This is an optimization exercise on Yosys and OpenROAD, whose aim is small area and a short achievable clock period, not a production implementation. Only simulation tests tie the RTL to the original design; equivalence was not proved. No activity file was given, so power comes from the tool's default toggle rates.

==> amber: inputs <==
Design divider, start of the top module:
module divider
(
    input              clk,
    input              reset,
    input  [31:0]      A,
    input  [31:0]      B,
    input              start,
    input  [7:0]       Physical_address_in,
    input  [31:0]      PC_in,
    input              divider_op_in,
    output             divide_zero_exception,
    output [31:0]      Result,
    output [7:0]       Physical_address_out,
    output [31:0]      PC_out,
    output             done
);
clock: 8.0 ns
lec_check: 0
abc_area: 1
cap_margin: 20
core_margin: 2
core_utilization: 40
slew_margin: 20
run.sh (not shown) runs the stock make flow with config.mk's settings and CLKGATE_MAP_FILE= SYNTH_SCRIPT=/design/flow/synth_recipe.tcl, a recipe that flattens the netlist after the stock synthesis.
==> quartz (differences from amber) <==
CORE_UTILIZATION = 65   (was 40)
==> summary.txt <==
item	amber	quartz
Status	complete, no violations	finished with violations
Layout check failures	-	setup timing
Number of non-clock inverters in the layout	1,341	1,342
Clock distribution area overhead in the final layout	0.03712	0.03765
Worst Max-Slew Pin Slew	1.000 ns	1.098 ns
Routed wire length on met3	16,260 µm	35,820 µm
Number of setup buffers added after CTS	2	0
Worst min-delay path startpoint	pc2[12]	q3[0]
Clock-pin slew reported for the worst setup and hold paths after clock tree synthesis	0.06 ns	0.07 ns
Net Switching	7.428 mW	7.356 mW
Placement-stage worst setup slack	-0.07413 ns	-0.07423 ns
Buffers, non-clock	1,419	563
Setup slack after layout	0.1986 ns	-0.1294 ns
Area taken by flip-flops and latches	17,320 µm²	17,340 µm²
Leakage power summed over all cells	44.16 nW	39.83 nW
# fillers	17,580	8,380
Violation count after the first detailed-routing iteration	5,648	10,380
Initial core utilization	0.4030	0.6563
Worst setup endpoint	x5[26]	x5[7]
Max-slew headroom	0.3290	0.2647
Finished layout cell area	86,740 µm²	78,650 µm²
Overall fraction of global-route tracks in use	0.3197	0.4776
Met2 demand-to-capacity share in global routing	0.5357	0.7023
Seq power	5.12 mW	5.19 mW
Height of the chip	420.2 µm	330.5 µm
Fraction of layout cells with a size suffix above 1	0.1437	0.07385
Net switching share of the total power	0.4108	0.4251
Testbench counts of amber, summed over its fixed seeds: latency 144,000, ops 24,000.
Testbench counts of quartz, summed over its fixed seeds: latency 144,000, ops 24,000.

========
==> trial 64 <==
Another version of the RTL of divider (not shown whole).
clock: 8.0 ns
lec_check: 0
abc_area: 1
cap_margin: 5
core_margin: 2
core_utilization: 40
cts_cluster_diameter: 100
cts_cluster_size: 28
gpl_timing_driven: 0
place_density: 0.7
setup_slack_margin: 0.1
slew_margin: 5
standard.sh (not shown) runs the stock make flow with config.mk's settings and CLKGATE_MAP_FILE= SYNTH_SCRIPT=/design/flow/synth_recipe.tcl, a recipe that flattens the netlist after the stock synthesis.
==> flow/flow/run.sh <==
#!/bin/bash
set -euo pipefail
export BUFFER_PORTS_ARGS="-buffer_cell sky130_fd_sc_hd__buf_2"
export RECOVER_POWER=100

bash standard.sh > standard.log 2>&1
==> inputs of build 17, as changes to trial 64 <==
==> flow/run.sh (new file) <==
#!/bin/bash
# synth_recipe.tcl (not shown) runs the flow's synth.tcl, then flattens the netlist and writes it again
# the make line also repeats each setting of config.mk as NAME=value (left out here)
make -C /OpenROAD-flow-scripts/flow DESIGN_CONFIG=/design/flow/config.mk WORK_HOME=/design/flow/orfs CLKGATE_MAP_FILE= SYNTH_SCRIPT=/design/flow/synth_recipe.tcl finish
==> flow/config.mk (replaced) <==
export PLATFORM = sky130hd
export DESIGN_NAME = divider
export DESIGN_NICKNAME = divider
export VERILOG_FILES = /design/flow/design.v
export SDC_FILE = /design/flow/constraint.sdc
export NUM_CORES = 8
export LEC_CHECK = 0
export ABC_AREA = 1
export CAP_MARGIN = 20
export CORE_MARGIN = 2
export CORE_UTILIZATION = 40
export CTS_CLUSTER_SIZE = 24
export GPL_TIMING_DRIVEN = 0
export SLEW_MARGIN = 20
removed: flow/flow/run.sh
removed: flow/standard.sh
==> impl_metrics.toml <==
[final_layout]
num-nonclk-buffers = 573
multiInputGateArea_um2 = 41100
seq_area_um2 = 16000
clock_buffers = 45

[drt]
drt_wl_total_um = 205000
dr_wl_met3_um = 16300

[pwr]
comb_power_share_pct = 43.8
power_density_nw_per_um2 = 197

[timing]
slew_headroom_pct = 27.5
finClkSkew_ns = 0.0345

[hold_path]
hold_start = "pa4[2]$_DFF_P_"

[placement]
place_hpwl_um = 164000

[worst_setup_path]
critPathLaunch = "e4[22]$_DFF_P_"

[clocking]
htreeDepth = 2

[run_status]
status = "complete, no violations"
(the above is from trial 64)
==> impl_metrics.toml <==
[run_status]
status = "complete, no violations"

[final_layout]
layout-drive-gt1-share_pct = 14.2
seq_area_um2 = 16000
final_cell_area_um2 = 70400
num-nonclk-buffers = 539
clock_buffers = 110

[pwr]
power_density_nw_per_um2 = 215
comb_power_share_pct = 39.4

[yosys]
synthXorXnorAreaFrac_pct = 5.45

[worst_setup_path]
critPathLaunch = "x5[0]$_DFF_P_"
path_class = "reg2out"

[placement]
gp_congestion = 0.986
place_hpwl_um = 162000

[timing]
slew_headroom_pct = 23.3
finClkSkew_ns = 0.0778

[clocking]
htreeDepth = 3
holdBufCountCts = 0
clock-root-buffer = "clkbuf_16"

[hold_path]
hold_start = "x2[3]$_DFF_P_"

[drt]
dr_wl_met3_um = 15000
(the above is from build 17)
Testbench counts of trial 64, summed over its fixed seeds: latency 120,000, ops 24,000.
Testbench counts of build 17, summed over its fixed seeds: latency 120,000, ops 24,000.

========
==> job 2378: inputs <==
divider again, from the RTL that the note above started with.
Settings: LEC_CHECK=0, ABC_AREA=1, CAP_MARGIN=20, CORE_MARGIN=2, CORE_UTILIZATION=40, CTS_CLUSTER_DIAMETER=60, CTS_CLUSTER_SIZE=20, GPL_TIMING_DRIVEN=0, SLEW_MARGIN=20; clock period 8.0 ns.
run.sh (not shown) runs the stock make flow with config.mk's settings and CLKGATE_MAP_FILE= SYNTH_SCRIPT=/design/flow/synth_recipe.tcl, a recipe that flattens the netlist after the stock synthesis.
Stock flow here: none of the scripts above is used.
==> job 7630: changes against job 2378 <==
--- a/flow/config.mk
+++ b/flow/config.mk
@@ -9,7 +9,7 @@
 export CAP_MARGIN = 20
 export CORE_MARGIN = 2
 export CORE_UTILIZATION = 40
-export CTS_CLUSTER_DIAMETER = 60
-export CTS_CLUSTER_SIZE = 20
+export CTS_CLUSTER_DIAMETER = 80
+export CTS_CLUSTER_SIZE = 32
 export GPL_TIMING_DRIVEN = 0
 export SLEW_MARGIN = 20
==> job 3697: changes against job 2378 <==
==> flow/flow/run.sh (new file) <==
#!/bin/bash
set -euo pipefail
export BUFFER_PORTS_ARGS="-buffer_cell sky130_fd_sc_hd__buf_2"
export RECOVER_POWER=100
bash standard.sh > standard.log 2>&1
==> flow/standard.sh (new file) <==
#!/bin/bash
# synth_recipe.tcl (not shown) runs the flow's synth.tcl, then flattens the netlist and writes it again
# the make line also repeats each setting of config.mk as NAME=value (left out here)
make -C /OpenROAD-flow-scripts/flow DESIGN_CONFIG=/design/flow/config.mk WORK_HOME=/design/flow/orfs CLKGATE_MAP_FILE= SYNTH_SCRIPT=/design/flow/synth_recipe.tcl "${@:-finish}"
--- a/flow/config.mk
+++ b/flow/config.mk
@@ -9,7 +9,7 @@
 export CAP_MARGIN = 20
 export CORE_MARGIN = 2
 export CORE_UTILIZATION = 40
-export CTS_CLUSTER_DIAMETER = 60
-export CTS_CLUSTER_SIZE = 20
+export CTS_CLUSTER_DIAMETER = 100
+export CTS_CLUSTER_SIZE = 28
 export GPL_TIMING_DRIVEN = 0
 export SLEW_MARGIN = 20
removed: flow/run.sh
==> qor summary <==
Worst reg2reg startpoint: job 2378 d3[18]; job 7630 e4[3]; job 3697 e4[15]
Hold_sp: job 2378 pc3[10]; job 7630 q1[1]; job 3697 x2[3]
Post-CTS setup buffer count: job 2378 100; job 7630 102; job 3697 108
Met1 Resource Use GR: job 2378 32.1%; job 7630 32.0%; job 3697 33.0%
First element of the critical path: job 2378 d3[18]; job 7630 x5[0]; job 3697 e4[15]
Post-route met1 wirelength: job 2378 81700 um; job 7630 81300 um; job 3697 84900 um
Post-CTS resize count: job 2378 378; job 7630 371; job 3697 401
Critical register-to-register path endpoint: job 2378 x4[30]; job 7630 x5[25]; job 3697 x5[25]
Layout overhead on the synthesized area: job 2378 19.1%; job 7630 18.2%; job 3697 15.6%
Number of clock buffers in the layout: job 2378 83; job 7630 58; job 3697 43
Reg-to-reg slack, setup: job 2378 280 ps; job 7630 280 ps; job 3697 280 ps
Share of total power in combinational logic: job 2378 40.8%; job 7630 42.6%; job 3697 44.3%
Met2 WL: job 2378 89800 um; job 7630 89200 um; job 3697 93000 um
Capturing element of the worst setup path: job 2378 x4[30]; job 7630 Result[7]; job 3697 x5[25]
Part of the power in registers: job 2378 32.8%; job 7630 34.3%; job 3697 36.4%
Seq area share: job 2378 22.9%; job 7630 23.1%; job 3697 23.6%
Largest stage delay, worst path: job 2378 610 ps; job 7630 840 ps; job 3697 580 ps
Outcome: job 2378 complete, no violations; job 7630 complete, no violations; job 3697 complete, no violations
Drt via density: job 2378 5.29; job 7630 5.28; job 3697 5.27
Total cell area at the placement stage: job 2378 63000 sq um; job 7630 63000 sq um; job 3697 62100 sq um
Bufs w/o clock: job 2378 547; job 7630 542; job 3697 536
Power of the combinational group: job 2378 0.00599 W; job 7630 0.00597 W; job 3697 0.00586 W
Clock tree cell share of total cell area: job 2378 3.82%; job 7630 3.10%; job 3697 2.06%
Vias post-DR: job 2378 50522; job 7630 50235; job 3697 49982
Testbench counts of job 2378, summed over its fixed seeds: latency 120,000, ops 24,000.
Testbench counts of job 7630, summed over its fixed seeds: latency 120,000, ops 24,000.
Testbench counts of job 3697, summed over its fixed seeds: latency 120,000, ops 24,000.

========
==> inputs of build 12 <==
divider with an RTL version that a note above also has.
==> flow/config.mk <==
export PLATFORM = sky130hd
export DESIGN_NAME = divider
export DESIGN_NICKNAME = divider
export VERILOG_FILES = /design/flow/design.v
export SDC_FILE = /design/flow/constraint.sdc
export NUM_CORES = 8
export LEC_CHECK = 0
export CAP_MARGIN = 20
export CORE_MARGIN = 2
export CORE_UTILIZATION = 40
export SLEW_MARGIN = 20
==> flow/constraint.sdc <==
create_clock -name core_clock -period 8.0 [get_ports {clk}]
set_input_delay 1.6000 -clock core_clock [delete_from_list [all_inputs] [get_ports {clk}]]
set_output_delay 1.6000 -clock core_clock [all_outputs]
set_load 0.01 [all_outputs]
Stock flow here: none of the scripts above is used.
==> build 65 (differences from build 12) <==
ABC_AREA = 1   (was unset)
GPL_TIMING_DRIVEN = 0   (was unset)
==> metrics.md <==
| Metric | Value |
|---|---|
| Post-synthesis compound-gate area fraction | `16.5%` |
| Mux share of post-synthesis cell area | `0.0144%` |
| Worst setup margin | `230 ps` |
| Post-CTS Setup Bufs | `73` |
| Min cycle time layout | `7770 ps` |
| VDD IR max | `0.213 mV` |
| Status | `timing/DRC/antenna clean` |
| Post_cts resized | `268` |
# the run above: build 65

==> metrics.md <==
| Metric | Value |
|---|---|
| Status | `finished with violations` |
| Fail Reasons | `setup timing` |
| Worst setup margin | `-521 ps` |
| Post-CTS Setup Bufs | `209` |
| Register bit count reported by yosys | `864` |
| Vias per inst | `5.50` |
| Mux share of post-synthesis cell area | `1.64%` |
| Min cycle time layout | `8520 ps` |
| Post_cts resized | `785` |
| Final setup fails | `77` |
| Final design utilization | `62.5%` |
| VDD IR max | `0.200 mV` |
| Post-synthesis compound-gate area fraction | `26.3%` |
| Internal | `12.5 mW` |
| Gr ovfl total | `0` |
| Vias | `71000` |
# the run above: build 12

Testbench counts of build 12, summed over its fixed seeds: latency 144,000, ops 24,000.
Testbench counts of build 65, summed over its fixed seeds: latency 144,000, ops 24,000.

## what the ideal ports hide
No port has a modelled driver above. Below, the same layouts with a new extraction and two added sets of constraints. Step 1 (the two cells are an assumption about what drives the block):
set clk [get_ports {clk}]
set_driving_cell -lib_cell sky130_fd_sc_hd__clkbuf_16 $clk
set_driving_cell -lib_cell sky130_fd_sc_hd__buf_2 [delete_from_list [all_inputs] $clk]
Step 2 moves the port delays by t, midway between the first and last clock arrival at a register: inputs arrive t later, outputs are due t later. That takes back most of the time a late clock gives input paths. Slacks: ideal ports / drivers / drivers and shift; pairs: ideal ports / drivers.
| run | t, ns | setup WS [ns] | clock arrival spread, ns | worst data-port slew with drivers (ns) | cell pins on the clock port's net |
|---|---|---|---|---|---|
| amber | 0.797 | 0.199 / 0.199 / 0.085 | 0.112 / 0.113 | 0.13 | 1 |
| quartz | 0.780 | -0.129 / -0.129 / -0.129 | 0.037 / 0.037 | 0.14 | 1 |
| trial 64 | 0.748 | 0.234 / 0.234 / -0.100 | 0.050 / 0.051 | 0.09 | 1 |
| build 17 | 0.777 | 0.264 / 0.182 / -0.103 | 0.083 / 0.082 | 0.16 | 1 |
| job 2378 | 0.762 | 0.284 / 0.271 / -0.101 | 0.059 / 0.059 | 0.17 | 1 |
| job 7630 | 0.766 | 0.231 / 0.153 / -0.114 | 0.044 / 0.044 | 0.17 | 1 |
| job 3697 | 0.740 | 0.277 / 0.277 / -0.077 | 0.066 / 0.066 | 0.16 | 1 |
| build 12 | 0.837 | -0.521 / -0.521 / -0.628 | 0.064 / 0.064 | 0.09 | 1 |
| build 65 | 0.817 | 0.230 / 0.230 / -0.363 | 0.093 / 0.093 | 0.17 | 1 |
Met with ideal ports but missed after step 2: setup timing in 6 of these runs. The setup slack of build 65, which loses most, moves by 0.000 ns with the drivers and by -0.593 ns with both steps.
